Context: an optimization exercise on an open-source flow, tuned for small area. The choices shown serve that exercise and are no tape-out recipe. RTL that was checked went through simulation tests only; none was proved equivalent to the original. Power is estimated from default activity; no workload was simulated.

==> run Z <==
==> flow/design.v <==
module fifo_sync(
  clk,
  aresetn,
  data_wr,
  wr_en,
  data_rd,
  rd_en,
  data_count,
  full,
  overflow,
  empty,
  underflow
);
  input clk;
  input aresetn;
  input [7:0] data_wr;
  input wr_en;
  output reg [7:0] data_rd;
  input rd_en;
  output reg [5:0] data_count;
  output full;
  output reg overflow;
  output empty;
  output reg underflow;
  genvar e, f, g, j, k;
  reg [7:0] sr [0:31];
  wire [7:0] sr_d [0:31];
  wire wr_hold;
  fifo_inv u_wr_hold(.a(wr_en), .y(wr_hold));
  generate
    for (e = 0; e < 32; e = e + 1) begin : g_ent
      for (f = 0; f < 8; f = f + 1) begin : g_fb
        fifo_ao22 u_d(.a1(wr_en), .a2(e == 0 ? data_wr[f] : sr[e == 0 ? 0 : e - 1][f]),
                      .b1(wr_hold), .b2(sr[e][f]), .y(sr_d[e][f]));
      end
    end
  endgenerate
  integer i;
  always @(posedge clk) begin
    for (i = 0; i < 32; i = i + 1)
      sr[i] <= sr_d[i];
  end
  wire [5:0] c = data_count;
  wire [5:0] cn;
  generate
    for (j = 0; j < 6; j = j + 1) begin : g_cn
      fifo_inv u_cn(.a(c[j]), .y(cn[j]));
    end
  endgenerate
  assign full = c[5];
  wire o4, z2, z3, z4, z5, a2, a3, a4, a5, nonempty;
  fifo_or4   u_o4(.a(c[0]), .b(c[1]), .c(c[2]), .d(c[3]), .y(o4));
  fifo_nor2  u_z2(.a(c[0]), .b(c[1]), .y(z2));
  fifo_nor3  u_z3(.a(c[0]), .b(c[1]), .c(c[2]), .y(z3));
  fifo_inv   u_z4(.a(o4), .y(z4));
  fifo_nor2  u_z5(.a(o4), .b(c[4]), .y(z5));
  fifo_nor3  u_em(.a(o4), .b(c[4]), .c(c[5]), .y(empty));
  fifo_inv   u_ne(.a(empty), .y(nonempty));
  fifo_and2  u_a2(.a(c[0]), .b(c[1]), .y(a2));
  fifo_and3  u_a3(.a(c[0]), .b(c[1]), .c(c[2]), .y(a3));
  fifo_and4  u_a4(.a(c[0]), .b(c[1]), .c(c[2]), .d(c[3]), .y(a4));
  fifo_and2  u_a5(.a(a4), .b(c[4]), .y(a5));
  wire rd_hold, rd_ok, cnt_up, cnt_dn, t0n;
  fifo_nand2 u_rh(.a(rd_en), .b(nonempty), .y(rd_hold));
  fifo_inv   u_ro(.a(rd_hold), .y(rd_ok));
  fifo_nor3  u_up(.a(wr_hold), .b(c[5]), .c(rd_ok), .y(cnt_up));
  fifo_nor2  u_dn(.a(rd_hold), .b(wr_en), .y(cnt_dn));
  wire [5:0] tn;
  wire [5:1] ones = {a5, a4, a3, a2, c[0]};
  wire [5:1] zeros = {z5, z4, z3, z2, cn[0]};
  fifo_nor2 u_t0(.a(cnt_up), .b(cnt_dn), .y(tn[0]));
  generate
    for (j = 1; j < 6; j = j + 1) begin : g_t
      fifo_aoi22 u_t(.a1(cnt_up), .a2(ones[j]), .b1(cnt_dn), .b2(zeros[j]), .y(tn[j]));
    end
  endgenerate
  wire [5:0] c_next;
  generate
    for (j = 0; j < 6; j = j + 1) begin : g_cx
      fifo_xnor2 u_x(.a(c[j]), .b(tn[j]), .y(c_next[j]));
    end
  endgenerate
  wire ovf_next, unf_next;
  fifo_and2 u_ovf(.a(wr_en), .b(c[5]), .y(ovf_next));
  fifo_and2 u_unf(.a(rd_en), .b(empty), .y(unf_next));
  wire [3:0] lo_n;
  wire [7:0] hi_n;
  wire [32:0] sel;
  generate
    for (j = 0; j < 4; j = j + 1) begin : g_lo
      fifo_nand3 u_lo(.a(rd_en), .b(j[1] ? c[1] : cn[1]), .c(j[0] ? c[0] : cn[0]), .y(lo_n[j]));
    end
    for (g = 0; g < 8; g = g + 1) begin : g_hi
      fifo_nand4 u_hi(.a(cn[5]), .b(g[2] ? c[4] : cn[4]), .c(g[1] ? c[3] : cn[3]),
                      .d(g[0] ? c[2] : cn[2]), .y(hi_n[g]));
    end
    for (g = 0; g < 31; g = g + 1) begin : g_sel
      fifo_nor2 u_sel(.a(hi_n[(g + 1) >> 2]), .b(lo_n[(g + 1) & 3]), .y(sel[g]));
    end
  endgenerate
  fifo_and2 u_s31(.a(rd_en), .b(c[5]), .y(sel[31]));
  assign sel[32] = rd_hold;
  wire [7:0] rd_next;
  genvar b;
  generate
    for (b = 0; b < 8; b = b + 1) begin : g_bit
      wire [32:0] d;
      wire [10:0] t;
      wire [2:0] u;
      for (k = 0; k < 32; k = k + 1) begin : g_d
        assign d[k] = sr[k][b];
      end
      assign d[32] = data_rd[b];
      for (k = 0; k < 11; k = k + 1) begin : g_aoi
        fifo_aoi222 u_aoi(.a1(sel[3 * k]), .a2(d[3 * k]), .b1(sel[3 * k + 1]), .b2(d[3 * k + 1]),
                          .c1(sel[3 * k + 2]), .c2(d[3 * k + 2]), .y(t[k]));
      end
      fifo_nand4 u_n0(.a(t[0]), .b(t[1]), .c(t[2]), .d(t[3]), .y(u[0]));
      fifo_nand4 u_n1(.a(t[4]), .b(t[5]), .c(t[6]), .d(t[7]), .y(u[1]));
      fifo_nand3 u_n2(.a(t[8]), .b(t[9]), .c(t[10]), .y(u[2]));
      fifo_or3 u_or(.a(u[0]), .b(u[1]), .c(u[2]), .y(rd_next[b]));
    end
  endgenerate
  always @(posedge clk, negedge aresetn) begin
    if (!aresetn) begin
      data_rd <= 8'd0;
      data_count <= 6'd0;
      overflow <= 1'b0;
      underflow <= 1'b0;
    end else begin
      data_rd <= rd_next;
      data_count <= c_next;
      overflow <= ovf_next;
      underflow <= unf_next;
    end
  end
endmodule
module fifo_inv(a, y);
  input a;
  output y;
  assign y = ~a;
endmodule
module fifo_and2(a, b, y);
  input a, b;
  output y;
  assign y = a & b;
endmodule
module fifo_and3(a, b, c, y);
  input a, b, c;
  output y;
  assign y = a & b & c;
endmodule
module fifo_and4(a, b, c, d, y);
  input a, b, c, d;
  output y;
  assign y = a & b & c & d;
endmodule
module fifo_or3(a, b, c, y);
  input a, b, c;
  output y;
  assign y = a | b | c;
endmodule
module fifo_or4(a, b, c, d, y);
  input a, b, c, d;
  output y;
  assign y = a | b | c | d;
endmodule
module fifo_nand2(a, b, y);
  input a, b;
  output y;
  assign y = ~(a & b);
endmodule
module fifo_nand3(a, b, c, y);
  input a, b, c;
  output y;
  assign y = ~(a & b & c);
endmodule
module fifo_nand4(a, b, c, d, y);
  input a, b, c, d;
  output y;
  assign y = ~(a & b & c & d);
endmodule
module fifo_nor2(a, b, y);
  input a, b;
  output y;
  assign y = ~(a | b);
endmodule
module fifo_nor3(a, b, c, y);
  input a, b, c;
  output y;
  assign y = ~(a | b | c);
endmodule
module fifo_xnor2(a, b, y);
  input a, b;
  output y;
  assign y = ~(a ^ b);
endmodule
module fifo_ao22(a1, a2, b1, b2, y);
  input a1, a2, b1, b2;
  output y;
  assign y = (a1 & a2) | (b1 & b2);
endmodule
module fifo_aoi22(a1, a2, b1, b2, y);
  input a1, a2, b1, b2;
  output y;
  assign y = ~((a1 & a2) | (b1 & b2));
endmodule
module fifo_aoi222(a1, a2, b1, b2, c1, c2, y);
  input a1, a2, b1, b2, c1, c2;
  output y;
  assign y = ~((a1 & a2) | (b1 & b2) | (c1 & c2));
endmodule
==> flow/flow/run.sh <==
#!/bin/bash
# Standard ORFS layout (standard.sh, synthesis unchanged) with two changes:
#  - ports are buffered with buf_1 instead of the default buffer cell;
#  - CTS uses clkbuf_8 with sink clusters of 18 and no dummy loads.
set -euo pipefail
bash standard.sh \
  "BUFFER_PORTS_ARGS=-buffer_cell sky130_fd_sc_hd__buf_1" \
  "CTS_ARGS=-sink_clustering_enable -repair_clock_nets -dont_use_dummy_load -buf_list sky130_fd_sc_hd__clkbuf_8 -sink_clustering_size 18 -sink_clustering_max_diameter 60" \
  finish > standard_make.log 2>&1
==> flow/standard.sh <==
#!/bin/bash
# synth_recipe.tcl (not shown) runs the flow's synth.tcl, then flattens the netlist and writes it again
# the make line also repeats each setting of config.mk as NAME=value (left out here)
make -C /OpenROAD-flow-scripts/flow DESIGN_CONFIG=/design/flow/config.mk WORK_HOME=/design/flow/orfs CLKGATE_MAP_FILE= SYNTH_SCRIPT=/design/flow/synth_recipe.tcl "${@:-finish}"
==> flow/config.mk <==
export PLATFORM = sky130hd
export DESIGN_NAME = fifo_sync
export DESIGN_NICKNAME = fifo_sync
export VERILOG_FILES = /design/flow/design.v
export SDC_FILE = /design/flow/constraint.sdc
export NUM_CORES = 4
export LEC_CHECK = 0
export CAP_MARGIN = 20
export CORE_MARGIN = 2
export CORE_UTILIZATION = 65
export SLEW_MARGIN = 20
export SYNTH_HIERARCHICAL = 1
==> flow/constraint.sdc <==
create_clock -name core_clock -period 4.0 [get_ports {clk}]
set_input_delay 0.8000 -clock core_clock [delete_from_list [all_inputs] [get_ports {clk}]]
set_output_delay 0.8000 -clock core_clock [all_outputs]
set_load 0.01 [all_outputs]
==> run Y (differences from run Z) <==
==> flow/design.v (replaced) <==
module fifo_sync(
  clk,
  aresetn,
  data_wr,
  wr_en,
  data_rd,
  rd_en,
  data_count,
  full,
  overflow,
  empty,
  underflow
);
  input clk;
  input aresetn;
  input [7:0] data_wr;
  input wr_en;
  output reg [7:0] data_rd;
  input rd_en;
  output reg [5:0] data_count;
  output full;
  output reg overflow;
  output empty;
  output reg underflow;
  reg [7:0] sr [0:31];
  assign full = data_count[5];
  assign empty = data_count == 6'd0;
  wire rd_ok = rd_en & ~empty;
  integer i;
  always @(posedge clk) begin
    if (wr_en) begin
      sr[0] <= data_wr;
      for (i = 1; i < 32; i = i + 1)
        sr[i] <= sr[i - 1];
    end
  end
  wire [3:0] lo_n;
  wire [7:0] hi_n;
  wire [32:0] sel;
  genvar g, j;
  generate
    for (j = 0; j < 4; j = j + 1) begin : g_lo
      fifo_nand3 u_lo(.a(rd_en), .b(data_count[1] == j[1]), .c(data_count[0] == j[0]), .y(lo_n[j]));
    end
    for (g = 0; g < 8; g = g + 1) begin : g_hi
      fifo_nand4 u_hi(.a(~data_count[5]), .b(data_count[4] == g[2]), .c(data_count[3] == g[1]),
                      .d(data_count[2] == g[0]), .y(hi_n[g]));
    end
    for (g = 0; g < 31; g = g + 1) begin : g_sel
      fifo_nor2 u_sel(.a(hi_n[(g + 1) >> 2]), .b(lo_n[(g + 1) & 3]), .y(sel[g]));
    end
  endgenerate
  assign sel[31] = rd_en & data_count[5];
  assign sel[32] = ~rd_ok;
  wire [7:0] rd_next;
  genvar b, k;
  generate
    for (b = 0; b < 8; b = b + 1) begin : g_bit
      wire [32:0] d;
      wire [10:0] t;
      wire [2:0] u;
      for (k = 0; k < 32; k = k + 1) begin : g_d
        assign d[k] = sr[k][b];
      end
      assign d[32] = data_rd[b];
      for (k = 0; k < 11; k = k + 1) begin : g_aoi
        fifo_aoi222 u_aoi(.a1(sel[3 * k]), .a2(d[3 * k]), .b1(sel[3 * k + 1]), .b2(d[3 * k + 1]),
                          .c1(sel[3 * k + 2]), .c2(d[3 * k + 2]), .y(t[k]));
      end
      fifo_nand4 u_n0(.a(t[0]), .b(t[1]), .c(t[2]), .d(t[3]), .y(u[0]));
      fifo_nand4 u_n1(.a(t[4]), .b(t[5]), .c(t[6]), .d(t[7]), .y(u[1]));
      fifo_nand3 u_n2(.a(t[8]), .b(t[9]), .c(t[10]), .y(u[2]));
      fifo_or3 u_or(.a(u[0]), .b(u[1]), .c(u[2]), .y(rd_next[b]));
    end
  endgenerate
  always @(posedge clk, negedge aresetn) begin
    if (!aresetn) begin
      data_rd <= 8'd0;
      data_count <= 6'd0;
      overflow <= 1'b0;
      underflow <= 1'b0;
    end else begin
      overflow <= wr_en & full;
      underflow <= rd_en & empty;
      data_rd <= rd_next;
      if (wr_en & ~full & ~rd_ok)
        data_count <= data_count + 6'd1;
      else if (rd_ok & ~wr_en)
        data_count <= data_count - 6'd1;
    end
  end
endmodule
module fifo_aoi222(a1, a2, b1, b2, c1, c2, y);
  input a1, a2, b1, b2, c1, c2;
  output y;
  assign y = ~((a1 & a2) | (b1 & b2) | (c1 & c2));
endmodule
module fifo_nand4(a, b, c, d, y);
  input a, b, c, d;
  output y;
  assign y = ~(a & b & c & d);
endmodule
module fifo_nand3(a, b, c, y);
  input a, b, c;
  output y;
  assign y = ~(a & b & c);
endmodule
module fifo_nor2(a, b, y);
  input a, b;
  output y;
  assign y = ~(a | b);
endmodule
module fifo_or3(a, b, c, y);
  input a, b, c;
  output y;
  assign y = a | b | c;
endmodule
==> flow/run.sh (new file) <==
#!/bin/bash
# synth_recipe.tcl (not shown) runs the flow's synth.tcl, then flattens the netlist and writes it again
# the make line also repeats each setting of config.mk as NAME=value (left out here)
make -C /OpenROAD-flow-scripts/flow DESIGN_CONFIG=/design/flow/config.mk WORK_HOME=/design/flow/orfs CLKGATE_MAP_FILE= SYNTH_SCRIPT=/design/flow/synth_recipe.tcl finish
Settings changed: CORE_UTILIZATION 65 to 40.
removed: flow/flow/run.sh
removed: flow/standard.sh
==> run X (differences from run Z) <==
==> flow/design.v (replaced) <==
module fifo_sync(
  clk,
  aresetn,
  data_wr,
  wr_en,
  data_rd,
  rd_en,
  data_count,
  full,
  overflow,
  empty,
  underflow
);
  input clk;
  input aresetn;
  input [7:0] data_wr;
  input wr_en;
  output reg [7:0] data_rd;
  input rd_en;
  output reg [5:0] data_count;
  output full;
  output reg overflow;
  output empty;
  output reg underflow;
  reg [7:0] sr [0:31];
  assign full = data_count[5];
  wire [5:0] cnt_ones;
  wire [6:0] cnt_zero;
  assign cnt_ones[0] = 1'b1;
  assign cnt_zero[0] = 1'b1;
  genvar c;
  generate
    for (c = 1; c < 6; c = c + 1) begin : g_chain
      assign cnt_ones[c] = cnt_ones[c - 1] & data_count[c - 1];
      assign cnt_zero[c] = cnt_zero[c - 1] & ~data_count[c - 1];
    end
  endgenerate
  assign cnt_zero[6] = cnt_zero[5] & ~data_count[5];
  assign empty = cnt_zero[6];
  wire rd_ok = rd_en & ~empty;
  wire cnt_up = wr_en & ~full & ~rd_ok;
  wire cnt_dn = rd_ok & ~wr_en;
  wire [5:0] cnt_toggle = ({6{cnt_up}} & cnt_ones) | ({6{cnt_dn}} & cnt_zero[5:0]);
  wire wr_hold = ~wr_en;
  wire [7:0] sr_d [0:31];
  genvar e, f;
  generate
    for (e = 0; e < 32; e = e + 1) begin : g_ent
      for (f = 0; f < 8; f = f + 1) begin : g_fb
        fifo_ao22 u_d(.a1(wr_en), .a2(e == 0 ? data_wr[f] : sr[e == 0 ? 0 : e - 1][f]),
                      .b1(wr_hold), .b2(sr[e][f]), .y(sr_d[e][f]));
      end
    end
  endgenerate
  integer i;
  always @(posedge clk) begin
    for (i = 0; i < 32; i = i + 1)
      sr[i] <= sr_d[i];
  end
  wire [3:0] lo_n;
  wire [7:0] hi_n;
  wire [32:0] sel;
  genvar g, j;
  generate
    for (j = 0; j < 4; j = j + 1) begin : g_lo
      fifo_nand3 u_lo(.a(rd_en), .b(data_count[1] == j[1]), .c(data_count[0] == j[0]), .y(lo_n[j]));
    end
    for (g = 0; g < 8; g = g + 1) begin : g_hi
      fifo_nand4 u_hi(.a(~data_count[5]), .b(data_count[4] == g[2]), .c(data_count[3] == g[1]),
                      .d(data_count[2] == g[0]), .y(hi_n[g]));
    end
    for (g = 0; g < 31; g = g + 1) begin : g_sel
      fifo_nor2 u_sel(.a(hi_n[(g + 1) >> 2]), .b(lo_n[(g + 1) & 3]), .y(sel[g]));
    end
  endgenerate
  assign sel[31] = rd_en & data_count[5];
  assign sel[32] = ~rd_ok;
  wire [7:0] rd_next;
  genvar b, k;
  generate
    for (b = 0; b < 8; b = b + 1) begin : g_bit
      wire [32:0] d;
      wire [10:0] t;
      wire [2:0] u;
      for (k = 0; k < 32; k = k + 1) begin : g_d
        assign d[k] = sr[k][b];
      end
      assign d[32] = data_rd[b];
      for (k = 0; k < 11; k = k + 1) begin : g_aoi
        fifo_aoi222 u_aoi(.a1(sel[3 * k]), .a2(d[3 * k]), .b1(sel[3 * k + 1]), .b2(d[3 * k + 1]),
                          .c1(sel[3 * k + 2]), .c2(d[3 * k + 2]), .y(t[k]));
      end
      fifo_nand4 u_n0(.a(t[0]), .b(t[1]), .c(t[2]), .d(t[3]), .y(u[0]));
      fifo_nand4 u_n1(.a(t[4]), .b(t[5]), .c(t[6]), .d(t[7]), .y(u[1]));
      fifo_nand3 u_n2(.a(t[8]), .b(t[9]), .c(t[10]), .y(u[2]));
      fifo_or3 u_or(.a(u[0]), .b(u[1]), .c(u[2]), .y(rd_next[b]));
    end
  endgenerate
  always @(posedge clk, negedge aresetn) begin
    if (!aresetn) begin
      data_rd <= 8'd0;
      data_count <= 6'd0;
      overflow <= 1'b0;
      underflow <= 1'b0;
    end else begin
      overflow <= wr_en & full;
      underflow <= rd_en & empty;
      data_rd <= rd_next;
      data_count <= data_count ^ cnt_toggle;
    end
  end
endmodule
module fifo_aoi222(a1, a2, b1, b2, c1, c2, y);
  input a1, a2, b1, b2, c1, c2;
  output y;
  assign y = ~((a1 & a2) | (b1 & b2) | (c1 & c2));
endmodule
module fifo_nand4(a, b, c, d, y);
  input a, b, c, d;
  output y;
  assign y = ~(a & b & c & d);
endmodule
module fifo_nand3(a, b, c, y);
  input a, b, c;
  output y;
  assign y = ~(a & b & c);
endmodule
module fifo_nor2(a, b, y);
  input a, b;
  output y;
  assign y = ~(a | b);
endmodule
module fifo_or3(a, b, c, y);
  input a, b, c;
  output y;
  assign y = a | b | c;
endmodule
module fifo_ao22(a1, a2, b1, b2, y);
  input a1, a2, b1, b2;
  output y;
  assign y = (a1 & a2) | (b1 & b2);
endmodule
==> flow/flow/run.sh (replaced) <==
#!/bin/bash
# Standard ORFS layout (standard.sh, synthesis unchanged) with two changes:
#  - ports are buffered with buf_1 instead of the default buffer cell;
#  - CTS uses clkbuf_8 with sink clusters of 16 and no dummy loads.
set -euo pipefail
bash standard.sh \
  "BUFFER_PORTS_ARGS=-buffer_cell sky130_fd_sc_hd__buf_1" \
  "CTS_ARGS=-sink_clustering_enable -repair_clock_nets -dont_use_dummy_load -buf_list sky130_fd_sc_hd__clkbuf_8 -sink_clustering_size 16 -sink_clustering_max_diameter 60" \
  finish > standard_make.log 2>&1
Settings changed: CORE_UTILIZATION 65 to 40.
==> notes.md <==
Synthesized area: run Y is higher than run Z (4.2%). In run X the clock power is smaller than in run Y, by 46%. Power: run X < run Z < run Y. Hold slack, lowest first: run X, run Z, run Y.
No functional check of the RTL was part of run Y.

## port drivers added, routing unchanged
No port has a modelled driver above. Below, the same layouts with a new extraction and two added sets of constraints.
Step 1 sets driving cells, clkbuf_16 on the clock port and buf_2 on the other inputs (assumed; they add their load-dependent delay and slew).
Step 2 times the ports against the registers' clock, not the clock port: input delays grow and output delays shrink by t, the midpoint of the rising clock arrivals with the driver on.
Slacks: no drivers / after step 1 / after step 2; pairs: no drivers / after step 1.
run	t, ns	setup slack, ns	worst hold slack (ns)	worst setup path after step 2	worst register clock-pin slew, ns
run Z	0.539	1.052 / 1.013 / 1.122	0.234 / 0.218 / 0.457	register to register	0.11 / 0.11
run Y	0.564	0.540 / 0.540 / 0.528	0.447 / 0.447 / 0.447	input to register	0.06 / 0.06
run X	0.555	1.292 / 1.292 / 0.862	0.196 / 0.181 / 0.486	input to register	0.10 / 0.10
After both steps every run listed still meets setup and hold. The setup slack of run X, which loses most, moves by 0.000 ns with the drivers and by -0.430 ns with both steps.
